This is an optimization exercise on Yosys and OpenROAD, whose aim is small area, not a production implementation. Only simulation tests tie the RTL to the original design; equivalence was not proved. Power and IR drop assume default switching activity.

== run 1 ==
## fpadd_top
module fpadd_top (
    input  wire        clk,
    input  wire [31:0] a,
    input  wire [31:0] b,
    output reg  [31:0] y
);
Size in the first run: ~930 cells after synthesis, roughly 96 flip-flops.
export LEC_CHECK = 0
export CAP_MARGIN = 20
export CORE_MARGIN = 2
export CORE_UTILIZATION = 55
export CTS_BUF_LIST = sky130_fd_sc_hd__clkbuf_2 sky130_fd_sc_hd__clkbuf_8
export SETUP_SLACK_MARGIN = -0.4
export SLEW_MARGIN = 20
create_clock -name core_clock -period 11.0 [get_ports {clk}]
standard.sh (not shown) runs the stock make flow with config.mk's settings and CLKGATE_MAP_FILE= SYNTH_SCRIPT=/design/flow/synth_recipe.tcl, a recipe that flattens the netlist after the stock synthesis.
==> flow/flow/run.sh <==
#!/bin/bash
# Own layout flow: the standard ORFS flow (standard.sh), with these changes:
#  - synthesis is ORFS's synth.tcl run through synth_recipe.tcl as usual (same passes, registers,
#    flattening and renaming), except that the combinational logic is mapped with the
#    area-oriented ABC script flow/area.abc, without the Kogge-Stone adder map and without
#    full-adder extraction;
#  - port buffers use sky130_fd_sc_hd__buf_1;
#  - flow/extra.mk adds make variables (one NAME=value per line), e.g. the CTS arguments;
#  - everything else (floorplan, tapcells, PDN, placement, CTS, routing) is the standard flow.
# All tool output goes to flow_make.log here and to ORFS's own logs under orfs/logs.
set -euo pipefail
W=$(pwd)
FLOWDIR=$W/flow
# synthesis script: ORFS synth.tcl with the abc call using our script
sed -e "s|log_cmd abc {\*}\$abc_args|log_cmd abc {*}[lreplace \$abc_args 1 1 $FLOWDIR/area.abc]|" \
  "$FLOW_HOME/scripts/synth.tcl" > "$W/own_synth_core.tcl"
grep -q "$FLOWDIR/area.abc" "$W/own_synth_core.tcl"
sed -e "s|source \$::env(SCRIPTS_DIR)/synth.tcl|source $W/own_synth_core.tcl|" \
  "$W/synth_recipe.tcl" > "$W/own_synth.tcl"
grep -q own_synth_core "$W/own_synth.tcl"
# further make variables, one NAME=value per line
EXTRA=()
if [[ -f "$FLOWDIR/extra.mk" ]]; then mapfile -t EXTRA < <(grep -v '^#' "$FLOWDIR/extra.mk" | grep .); fi
bash "$W/standard.sh" SYNTH_SCRIPT="$W/own_synth.tcl" ADDER_MAP_FILE= \
  SYNTH_OPERATIONS_ARGS="-noshare" BUFFER_PORTS_ARGS="-buffer_cell sky130_fd_sc_hd__buf_1" \
  "${EXTRA[@]}" finish > "$W/flow_make.log" 2>&1
==> flow/flow/area.abc <==
strash
ifraig
dch
amap
topo
stime -c
buffer -c
upsize -D 9000
dnsize -D 9000
==> flow/flow/extra.mk <==
CTS_ARGS=-sink_clustering_enable -repair_clock_nets -dont_use_dummy_load -sink_clustering_size 8 -root_buf sky130_fd_sc_hd__clkbuf_8 -buf_list {sky130_fd_sc_hd__clkbuf_2}
[inputs] run 2 vs run 1
- CTS_BUF_LIST: sky130_fd_sc_hd__clkbuf_2 sky130_fd_sc_hd__clkbuf_8 -> sky130_fd_sc_hd__clkbuf_4 sky130_fd_sc_hd__clkbuf_8
==> flow/flow/area.abc <==
strash
ifraig
dc2
balance
dch
amap
topo
stime -c
buffer -c
upsize -D 8000
dnsize -D 8000
==> flow/flow/extra.mk <==
CTS_ARGS=-sink_clustering_enable -repair_clock_nets -dont_use_dummy_load -buf_list {sky130_fd_sc_hd__clkbuf_4 sky130_fd_sc_hd__clkbuf_8}
[summary]
The layout from run 2, despite a flow that completed every stage, fails the layout checks, with the failing checks listed as negative setup slack.
Run 2: clock slew seen by the registers of the worst setup and hold paths 0.02 ns above run 1
Run 2 against run 1: inverter count of the layout excluding clock inverters now smaller, share of the cycle needed by the critical path after routing now larger.
The inputs of run 3 differ from those of run 2 as listed below.
- putting GPL_TIMING_DRIVEN at 0 where nothing was set
- clearing SETUP_SLACK_MARGIN, which used to be -0.4
==> flow/flow/area.abc <==
strash
ifraig
dch
amap
topo
stime -c
buffer -c
upsize -c
dnsize -c
--- outcome ---
No stage failed in run 3, and the final checks on the layout all came back clean. Compared with run 2, in run 3 routed wire length down about 7%; parity-gate share of the synthesized area counting xor and xnor cells ~0 delta; via count decreased 120; clock share of power dropped 0.6 points. From run 2 to run 3 the numbers moved as follows: final total negative setup slack higher, global-route usage higher.
### run 3 -> run 4
- clearing GPL_TIMING_DRIVEN, which used to be 0
- putting SETUP_SLACK_MARGIN at -0.4 where nothing was set
==> flow/flow/area.abc <==
strash
ifraig
dc2
dch
amap
topo
stime -c
buffer -c
upsize -D 8000
dnsize -D 8000
==> comparison <==
Run 4 finished all stages; however, its layout fails the closing checks, the failures being negative setup slack. Shortest clock period the worst path allows after layout: run 4 vs run 3 up 1.77 ns. Sort run 3 and run 4 by area added between synthesis and finish desc -> top: run 4. Compared with run 3, run 4 shows a sequential cell area that is about 0.46% higher. Run 4 against run 3; critical path depth is up by more than half. Run 4 against run 3; tap cell count is down by a few percent. When run 4 is measured against run 3, its final area turns out 15% higher. Compared with run 3, run 4 supports a lower clock frequency. Summary — hold slack, run 4 relative to run 3: higher, by 0.023 ns. Run 4 has less setup slack than run 3. Run 3 → run 4: fraction of the core area covered by cells at the end of the flow up 12 points; global-route usage down 0.33 points.


== run A ==
Another version of the RTL of fpadd_top (not shown whole).
Size in the first run: roughly 940 cells after synthesis, roughly 96 flip-flops, roughly 97 I/O pins, about 6500 sq um of cells after synthesis.
## fpadd_top
module fpadd_top (
    input  wire        clk,
    input  wire [31:0] a,
    input  wire [31:0] b,
    output reg  [31:0] y
);
==> flow/config.mk <==
export PLATFORM = sky130hd
export DESIGN_NAME = fpadd_top
export DESIGN_NICKNAME = fpadd_top
export VERILOG_FILES = /design/flow/design.v
export SDC_FILE = /design/flow/constraint.sdc
export NUM_CORES = 4
export LEC_CHECK = 0
export CAP_MARGIN = 20
export CORE_MARGIN = 2
export CORE_UTILIZATION = 55
export CTS_BUF_LIST = sky130_fd_sc_hd__clkbuf_4 sky130_fd_sc_hd__clkbuf_8
export SETUP_SLACK_MARGIN = -0.3
export SLEW_MARGIN = 20
==> flow/constraint.sdc <==
create_clock -name core_clock -period 11.0 [get_ports {clk}]
set_input_delay 2.2000 -clock core_clock [delete_from_list [all_inputs] [get_ports {clk}]]
set_output_delay 2.2000 -clock core_clock [all_outputs]
set_load 0.01 [all_outputs]
==> flow/flow/area.abc <==
strash
ifraig
dch
amap
topo
stime -c
buffer -c
upsize -D 9000
dnsize -D 9000
==> flow/flow/extra.mk <==
CTS_ARGS=-sink_clustering_enable -repair_clock_nets -dont_use_dummy_load -buf_list {sky130_fd_sc_hd__clkbuf_4 sky130_fd_sc_hd__clkbuf_8}
Scripts as last shown in full above: flow/flow/run.sh
Run A: flow completed, timing, DRC and antenna clean
Inputs modified between run A and run B:
Settings: PLACE_DENSITY now 0.8, previously not set; SETUP_SLACK_MARGIN no longer set, was -0.3.
diff --git a/flow/flow/run.sh b/flow/flow/run.sh
--- a/flow/flow/run.sh
+++ b/flow/flow/run.sh
@@ -1,12 +1,8 @@
 #!/bin/bash
-# Own layout flow: the standard ORFS flow (standard.sh), with these changes:
-#  - synthesis is ORFS's synth.tcl run through synth_recipe.tcl as usual (same passes, registers,
-#    flattening and renaming), except that the combinational logic is mapped with the
-#    area-oriented ABC script flow/area.abc, without the Kogge-Stone adder map and without
-#    full-adder extraction;
+# Own layout flow: the standard ORFS flow, with three changes:
+#  - synthesis maps the combinational logic with an area-oriented ABC script (flow/area.abc),
+#    without the Kogge-Stone adder map and without full-adder extraction;
 #  - port buffers use sky130_fd_sc_hd__buf_1;
-#  - flow/extra.mk adds make variables (one NAME=value per line), e.g. the CTS arguments;
 #  - everything else (floorplan, tapcells, PDN, placement, CTS, routing) is the standard flow.
-# All tool output goes to flow_make.log here and to ORFS's own logs under orfs/logs.
 set -euo pipefail
 W=$(pwd)
==> flow/flow/area.abc <==
strash
ifraig
dch
amap
topo
stime -c
buffer -c
upsize -c
dnsize -c
## What came out
- Relative to run A, critical path depth increased by about 3.4% in run B.
- Antenna diode instance count came out exactly the same in run A and run B.
- First-pass GRT wire length on run B is ahead of run A.
- Floorplan die area in run B is 2.6% higher than in run A
- Side by side, delay contributed by the slowest stage of the critical path turned out lower in run B than in run A.
- Run B vs. run A: placement-stage cell area now larger; clock period minus worst slack down 0.24 ns; cell area power density was more or less identical; number of cells on the worst reg-to-reg path grew by 2.
Input-level comparison between run C and run B:
Settings: swapping 0.8 for 0.85 in PLACE_DENSITY; swapping 55 for 45 in CORE_UTILIZATION.
--- outcome ---
- Compared run B against run C; share of layout cells above drive strength 1 within noise.
- Looking at via count of the first global-routing pass, run C sits above run B.
- Worst-margin pin slew for run C: 0.0098 ns down relative to run B
- Compare run B and run C | HPWL after detailed placement higher: run B
- Run C contains more vias than run B.
- As of run C, wire length of the first global-routing pass had risen by a few percent compared to run B.
What run D does differently from run C at the input level:
Settings: PLACE_DENSITY: 0.85 -> unset; CORE_UTILIZATION: 45 -> 55.
==> flow/flow/area.abc <==
strash
ifraig
dch
amap
Notes after the runs:
- Run D against run C: synthesized area has decreased, overall track demand over capacity in global routing increased 7.9 points, global-route wire length before repair now larger, fraction of area in multi-input gates decreased by 0.42 points relative to the old numbers, sequential cell area fraction in the yosys report increased 1.8 points.
- The wire length in run C is 0.908 times that in run D.
- Of run D and run C, the run reporting the higher post-synthesis cell count was run C.
- Per-cell via count in the routed design delta for run D relative to run C: about 5% higher
- Overall power: run D vs run C up 0.000027 W
- Diff run D..run C | cell area after placement | negligible
The following lists how run E was set up differently from run D:
==> flow/flow/area.abc <==
strash
dch
amap
topo
stime -c
buffer -c
upsize -c
dnsize -c
--- outcome ---
- Run D → run E: initial core utilization held, area overhead of the layout relative to synthesis saw a decrease.
- Compared with run D, in run E area share of and/or/nand/nor cells after synthesis fell 0.57 points, filler-free cell count of the finished design barely changed.
- Higher first-pass GRT wire length was reported by run E, not run D.
- Going from run D to run E, post-route cell area up about 1.2%, maximum frequency up 0.56%, synthesized area up about 5%, total power down about 3%.
Edits applied to the flow inputs when going from run E to run F:
==> flow/flow/area.abc <==
strash
ifraig
dch
amap
topo
stime -c
buffer -c
upsize -c
dnsize -c
upsize -c
dnsize -c
Both conditions hold for run F: the flow ran to the end and the final layout passed the timing, design-rule and antenna checks. Run E ended with every stage complete and zero timing, DRC or antenna violations. Taking run E as the reference, in run F final period demand of the worst path shows a reduction of 0.22 ns; routed wire length on met2 decreased by about 5% relative to the old numbers. The switching power as a share of total power on run E is in line with that on run F. In run F, routed wire length is lower than in run E. Comparing run E and run F, the higher post-route worst setup slack is on run F. When run F is measured against run E, its total placed cells including tap cells turns out about 0.35% lower. Compared with run E, run F instantiates a smaller number of cells. The higher clock network fraction of design power came out of run E. There was hardly any difference in sequential cell count between run E and run F.


v6:
Another version of the RTL of fpadd_top (not shown whole).
For scale: roughly 96 flip-flops, about 97 I/O pins, roughly 8700 um^2 of cells after synthesis.
Settings: LEC_CHECK=0, ABC_AREA=1, CAP_MARGIN=20, CORE_MARGIN=2, CORE_UTILIZATION=60, SLEW_MARGIN=20; clock period 11.0 ns.
run.sh (not shown) runs the stock make flow with config.mk's settings and CLKGATE_MAP_FILE= SYNTH_SCRIPT=/design/flow/synth_recipe.tcl, a recipe that flattens the netlist after the stock synthesis.
Stock flow here: none of the scripts above is used.
The inputs of v7 differ from those of v6 as listed below.
- ABC_AREA no longer set, was 1
- CORE_UTILIZATION now 40, was 60
--- outcome ---
v7 falls short of v6 in worst setup slack before clock tree synthesis.
Compared with v6, v7 ends up with more cell area.
v7: share of cell area taken by multi-input logic gates is 2.5 points higher than what v6 reported.
Summary — share of the synthesized area in compound gates (AO/OA/AOI/OAI), v7 relative to v6: higher, by 20 points.
v6 → v7: power share of the combinational group went down; clock-cell share of area lower; mux cell area share after synthesis climbed 12 points.


Another version of the RTL of fpadd_top (not shown whole).
Size in the first run: roughly 980 cells after synthesis, ~96 flip-flops.
==> flow/config.mk <==
export PLATFORM = sky130hd
export DESIGN_NAME = fpadd_top
export DESIGN_NICKNAME = fpadd_top
export VERILOG_FILES = /design/flow/design.v
export SDC_FILE = /design/flow/constraint.sdc
export NUM_CORES = 4
export LEC_CHECK = 0
export CAP_MARGIN = 20
export CORE_MARGIN = 2
export CORE_UTILIZATION = 55
export CTS_BUF_LIST = sky130_fd_sc_hd__clkbuf_4 sky130_fd_sc_hd__clkbuf_8
export GPL_ROUTABILITY_DRIVEN = 0
export SETUP_SLACK_MARGIN = -0.4
export SLEW_MARGIN = 20
==> flow/constraint.sdc <==
create_clock -name core_clock -period 11.0 [get_ports {clk}]
set_input_delay 2.2000 -clock core_clock [delete_from_list [all_inputs] [get_ports {clk}]]
set_output_delay 2.2000 -clock core_clock [all_outputs]
set_load 0.01 [all_outputs]
standard.sh (not shown) runs the stock make flow with config.mk's settings and CLKGATE_MAP_FILE= SYNTH_SCRIPT=/design/flow/synth_recipe.tcl, a recipe that flattens the netlist after the stock synthesis.
==> flow/flow/run.sh <==
#!/bin/bash
# Own layout flow: the standard ORFS flow (standard.sh), with these changes:
#  - synthesis is ORFS's synth.tcl run through synth_recipe.tcl as usual (same passes, registers,
#    flattening and renaming), except that the combinational logic is mapped with the
#    area-oriented ABC script flow/area.abc, without the Kogge-Stone adder map and without
#    full-adder extraction, and (flow/abc_dont_use.txt) without the non-inverting AND-OR cells,
#    which leaves ABC's area mapper with better choices;
#  - port buffers use sky130_fd_sc_hd__buf_1;
#  - flow/extra.mk adds make variables (one NAME=value per line), e.g. the CTS arguments;
#  - everything else (floorplan, tapcells, PDN, placement, CTS, routing) is the standard flow.
# All tool output goes to flow_make.log here and to ORFS's own logs under orfs/logs.
set -euo pipefail
W=$(pwd)
FLOWDIR=$W/flow
# synthesis script: ORFS synth.tcl with the abc call using our script
# cells that ABC alone may not map to (flow/abc_dont_use.txt, one per line); the rest of the
# flow may still use them
XDU=""
if [[ -f "$FLOWDIR/abc_dont_use.txt" ]]; then
  for c in $(grep -v '^#' "$FLOWDIR/abc_dont_use.txt"); do XDU="$XDU -dont_use $c"; done
fi
sed -e "s|log_cmd abc {\*}\$abc_args|log_cmd abc {*}[lreplace \$abc_args 1 1 $FLOWDIR/area.abc]$XDU|" \
  "$FLOW_HOME/scripts/synth.tcl" > "$W/own_synth_core.tcl"
grep -q "$FLOWDIR/area.abc" "$W/own_synth_core.tcl"
sed -e "s|source \$::env(SCRIPTS_DIR)/synth.tcl|source $W/own_synth_core.tcl|" \
  "$W/synth_recipe.tcl" > "$W/own_synth.tcl"
grep -q own_synth_core "$W/own_synth.tcl"
# further make variables, one NAME=value per line
EXTRA=()
if [[ -f "$FLOWDIR/extra.mk" ]]; then mapfile -t EXTRA < <(grep -v '^#' "$FLOWDIR/extra.mk" | grep .); fi
bash "$W/standard.sh" SYNTH_SCRIPT="$W/own_synth.tcl" ADDER_MAP_FILE= \
  SYNTH_OPERATIONS_ARGS="-noshare" BUFFER_PORTS_ARGS="-buffer_cell sky130_fd_sc_hd__buf_1" \
  "${EXTRA[@]}" finish > "$W/flow_make.log" 2>&1
==> flow/flow/abc_dont_use.txt <==
sky130_fd_sc_hd__a2111o_1
sky130_fd_sc_hd__a2111o_2
sky130_fd_sc_hd__a2111o_4
sky130_fd_sc_hd__a211o_1
sky130_fd_sc_hd__a211o_2
sky130_fd_sc_hd__a211o_4
sky130_fd_sc_hd__a21bo_1
sky130_fd_sc_hd__a21bo_2
sky130_fd_sc_hd__a21bo_4
sky130_fd_sc_hd__a21o_1
sky130_fd_sc_hd__a21o_2
sky130_fd_sc_hd__a21o_4
sky130_fd_sc_hd__a221o_1
sky130_fd_sc_hd__a221o_2
sky130_fd_sc_hd__a221o_4
sky130_fd_sc_hd__a22o_1
sky130_fd_sc_hd__a22o_2
sky130_fd_sc_hd__a22o_4
sky130_fd_sc_hd__a2bb2o_1
sky130_fd_sc_hd__a2bb2o_2
sky130_fd_sc_hd__a2bb2o_4
sky130_fd_sc_hd__a311o_1
sky130_fd_sc_hd__a311o_2
sky130_fd_sc_hd__a311o_4
sky130_fd_sc_hd__a31o_1
sky130_fd_sc_hd__a31o_2
sky130_fd_sc_hd__a31o_4
sky130_fd_sc_hd__a32o_1
sky130_fd_sc_hd__a32o_2
sky130_fd_sc_hd__a32o_4
sky130_fd_sc_hd__a41o_1
sky130_fd_sc_hd__a41o_2
sky130_fd_sc_hd__a41o_4
sky130_fd_sc_hd__and2_0
sky130_fd_sc_hd__and2_1
sky130_fd_sc_hd__and2_2
sky130_fd_sc_hd__and2_4
sky130_fd_sc_hd__and2b_1
sky130_fd_sc_hd__and2b_2
sky130_fd_sc_hd__and2b_4
sky130_fd_sc_hd__and3_1
sky130_fd_sc_hd__and3_2
sky130_fd_sc_hd__and3_4
sky130_fd_sc_hd__and3b_1
sky130_fd_sc_hd__and3b_2
sky130_fd_sc_hd__and3b_4
sky130_fd_sc_hd__and4_1
sky130_fd_sc_hd__and4_2
sky130_fd_sc_hd__and4_4
sky130_fd_sc_hd__and4b_1
sky130_fd_sc_hd__and4b_2
sky130_fd_sc_hd__and4b_4
sky130_fd_sc_hd__o2111a_1
sky130_fd_sc_hd__o2111a_2
sky130_fd_sc_hd__o2111a_4
sky130_fd_sc_hd__o211a_1
sky130_fd_sc_hd__o211a_2
sky130_fd_sc_hd__o211a_4
sky130_fd_sc_hd__o21a_1
sky130_fd_sc_hd__o21a_2
sky130_fd_sc_hd__o21a_4
sky130_fd_sc_hd__o21ba_1
sky130_fd_sc_hd__o21ba_2
sky130_fd_sc_hd__o21ba_4
sky130_fd_sc_hd__o221a_1
sky130_fd_sc_hd__o221a_2
sky130_fd_sc_hd__o221a_4
sky130_fd_sc_hd__o22a_1
sky130_fd_sc_hd__o22a_2
sky130_fd_sc_hd__o22a_4
sky130_fd_sc_hd__o2bb2a_1
sky130_fd_sc_hd__o2bb2a_2
sky130_fd_sc_hd__o2bb2a_4
sky130_fd_sc_hd__o311a_1
sky130_fd_sc_hd__o311a_2
sky130_fd_sc_hd__o311a_4
sky130_fd_sc_hd__o31a_1
sky130_fd_sc_hd__o31a_2
sky130_fd_sc_hd__o31a_4
sky130_fd_sc_hd__o32a_1
sky130_fd_sc_hd__o32a_2
sky130_fd_sc_hd__o32a_4
sky130_fd_sc_hd__o41a_1
sky130_fd_sc_hd__o41a_2
sky130_fd_sc_hd__o41a_4
sky130_fd_sc_hd__or2_0
sky130_fd_sc_hd__or2_1
sky130_fd_sc_hd__or2_2
sky130_fd_sc_hd__or2_4
sky130_fd_sc_hd__or2b_1
sky130_fd_sc_hd__or2b_2
sky130_fd_sc_hd__or2b_4
sky130_fd_sc_hd__or3_1
sky130_fd_sc_hd__or3_2
sky130_fd_sc_hd__or3_4
sky130_fd_sc_hd__or3b_1
sky130_fd_sc_hd__or3b_2
sky130_fd_sc_hd__or3b_4
sky130_fd_sc_hd__or4_1
sky130_fd_sc_hd__or4_2
sky130_fd_sc_hd__or4_4
sky130_fd_sc_hd__or4b_1
sky130_fd_sc_hd__or4b_2
sky130_fd_sc_hd__or4b_4
==> flow/flow/area.abc <==
strash
ifraig
dch
amap
topo
stime -c
buffer -c
upsize -D 8000
dnsize -D 8000
Scripts as last shown in full above: flow/flow/extra.mk
The starting point finished clean.
Next try:
GPL_ROUTABILITY_DRIVEN = not set   (was 0)
What happened:
- The changed run finished clean
- critical path depth climbs by 1
- utilization drops by 0.11 points
- clock skew drops by 0.0089 ns
- synthesized area stays the same
- final area stays flat
- power climbs by 0.65%
- wire length climbs by 6.0%
- fmax climbs by 0.97%
Next try:
--- a/flow/flow/abc_dont_use.txt
+++ b/flow/flow/abc_dont_use.txt
@@ -103,2 +103,17 @@
 sky130_fd_sc_hd__or4b_2
 sky130_fd_sc_hd__or4b_4
+sky130_fd_sc_hd__a2111oi_0
+sky130_fd_sc_hd__a2111oi_1
+sky130_fd_sc_hd__a2111oi_2
+sky130_fd_sc_hd__a2111oi_4
+sky130_fd_sc_hd__a222oi_1
+sky130_fd_sc_hd__a311oi_1
+sky130_fd_sc_hd__a311oi_2
+sky130_fd_sc_hd__a311oi_4
+sky130_fd_sc_hd__o2111ai_1
+sky130_fd_sc_hd__o2111ai_2
+sky130_fd_sc_hd__o2111ai_4
+sky130_fd_sc_hd__o311ai_0
+sky130_fd_sc_hd__o311ai_1
+sky130_fd_sc_hd__o311ai_2
+sky130_fd_sc_hd__o311ai_4
Result: Core utilization rises by 0.78 points; setup slack gets worse by 0.13 ns; cell area barely changes; routed wire length is lower slightly; non-clock buffer count stays the same.
Next try:
--- a/flow/flow/abc_dont_use.txt
+++ b/flow/flow/abc_dont_use.txt
@@ -103,17 +103,2 @@
 sky130_fd_sc_hd__or4b_2
 sky130_fd_sc_hd__or4b_4
-sky130_fd_sc_hd__a2111oi_0
-sky130_fd_sc_hd__a2111oi_1
-sky130_fd_sc_hd__a2111oi_2
-sky130_fd_sc_hd__a2111oi_4
-sky130_fd_sc_hd__a222oi_1
-sky130_fd_sc_hd__a311oi_1
-sky130_fd_sc_hd__a311oi_2
-sky130_fd_sc_hd__a311oi_4
-sky130_fd_sc_hd__o2111ai_1
-sky130_fd_sc_hd__o2111ai_2
-sky130_fd_sc_hd__o2111ai_4
-sky130_fd_sc_hd__o311ai_0
-sky130_fd_sc_hd__o311ai_1
-sky130_fd_sc_hd__o311ai_2
-sky130_fd_sc_hd__o311ai_4
==> flow/flow/area.abc (replaced) <==
strash
ifraig
dch
amap
topo
stime -c
buffer -c
upsize -D 9000
dnsize -D 9000
Outcome: The changed run completed without violations. Power stays flat. Fmax went up slightly. Final area went up slightly. Die area went down slightly. Worst setup slack gains 0.19 ns. Synthesized cell count does not change. Cell count is about the same. Via count went up slightly. Area after synthesis went down slightly. Clock skew barely changes.
Next try:
==> flow/flow/area.abc (replaced) <==
strash
ifraig
dch
amap
topo
stime -c
buffer -c
upsize -D 8000
dnsize -D 8000
TNS_END_PERCENT = 0   (was not set)
=>
- routed wire length grows by 3.6%
- total power barely changes
- design area shrinks by 0.50%
- flip-flop and latch count does not change
- synthesized area grows by 3.0%
- die area grows by 2.8%

-- what the ideal ports hide --
How much do the figures lean on ideal ports? The routed layouts below were timed once more, with nothing changed but the port constraints. Step 1 sets driving cells, clkbuf_16 on the clock port and buf_2 on the other inputs (assumed; they add their load-dependent delay and slew). Step 2 adds t to the input delays and takes it off the output delays; t is the mean of the earliest and latest rising clock arrival at the registers after step 1. Input paths then give back, and output paths get back, about the clock's delay inside the block. a / b / c = ideal ports / drivers / drivers and shift; a / b = the first two.
| run | t, ns | setup WS [ns] | worst setup path after step 2 | pins driven straight from the clock port |
|---|---|---|---|---|
| run 1 | 0.417 | 0.586 / 0.586 / 0.586 | register to register | 1 |
| run 2 | 0.413 | -0.286 / -0.286 / -0.286 | register to register | 1 |
| run 3 | 0.422 | 1.207 / 1.207 / 1.207 | register to register | 1 |
| run 4 | 0.411 | -0.561 / -0.561 / -0.561 | register to register | 1 |
| run A | 0.410 | 0.715 / 0.715 / 0.715 | register to register | 1 |
| run B | 0.413 | 0.960 / 0.960 / 0.960 | register to register | 1 |
| run C | 0.414 | 0.914 / 0.914 / 0.914 | register to register | 1 |
| run D | 0.404 | 0.604 / 0.604 / 0.604 | register to register | 1 |
| run E | 0.409 | 0.661 / 0.661 / 0.661 | register to register | 1 |
| run F | 0.415 | 0.882 / 0.882 / 0.882 | register to register | 1 |
| v6 | 0.392 | 1.016 / 1.016 / 1.016 | register to register | 1 |
| v7 | 0.411 | 0.611 / 0.611 / 0.611 | register to register | 1 |
| the first run of note 4 | 0.411 | 0.743 / 0.743 / 0.743 | register to register | 1 |
| the second run of note 4 | 0.417 | 0.841 / 0.841 / 0.841 | register to register | 1 |
| the third run of note 4 | 0.412 | 0.708 / 0.708 / 0.708 | register to register | 1 |
| the fourth run of note 4 | 0.406 | 0.899 / 0.899 / 0.899 | register to register | 1 |
| the fifth run of note 4 | 0.417 | 0.841 / 0.841 / 0.841 | register to register | 1 |
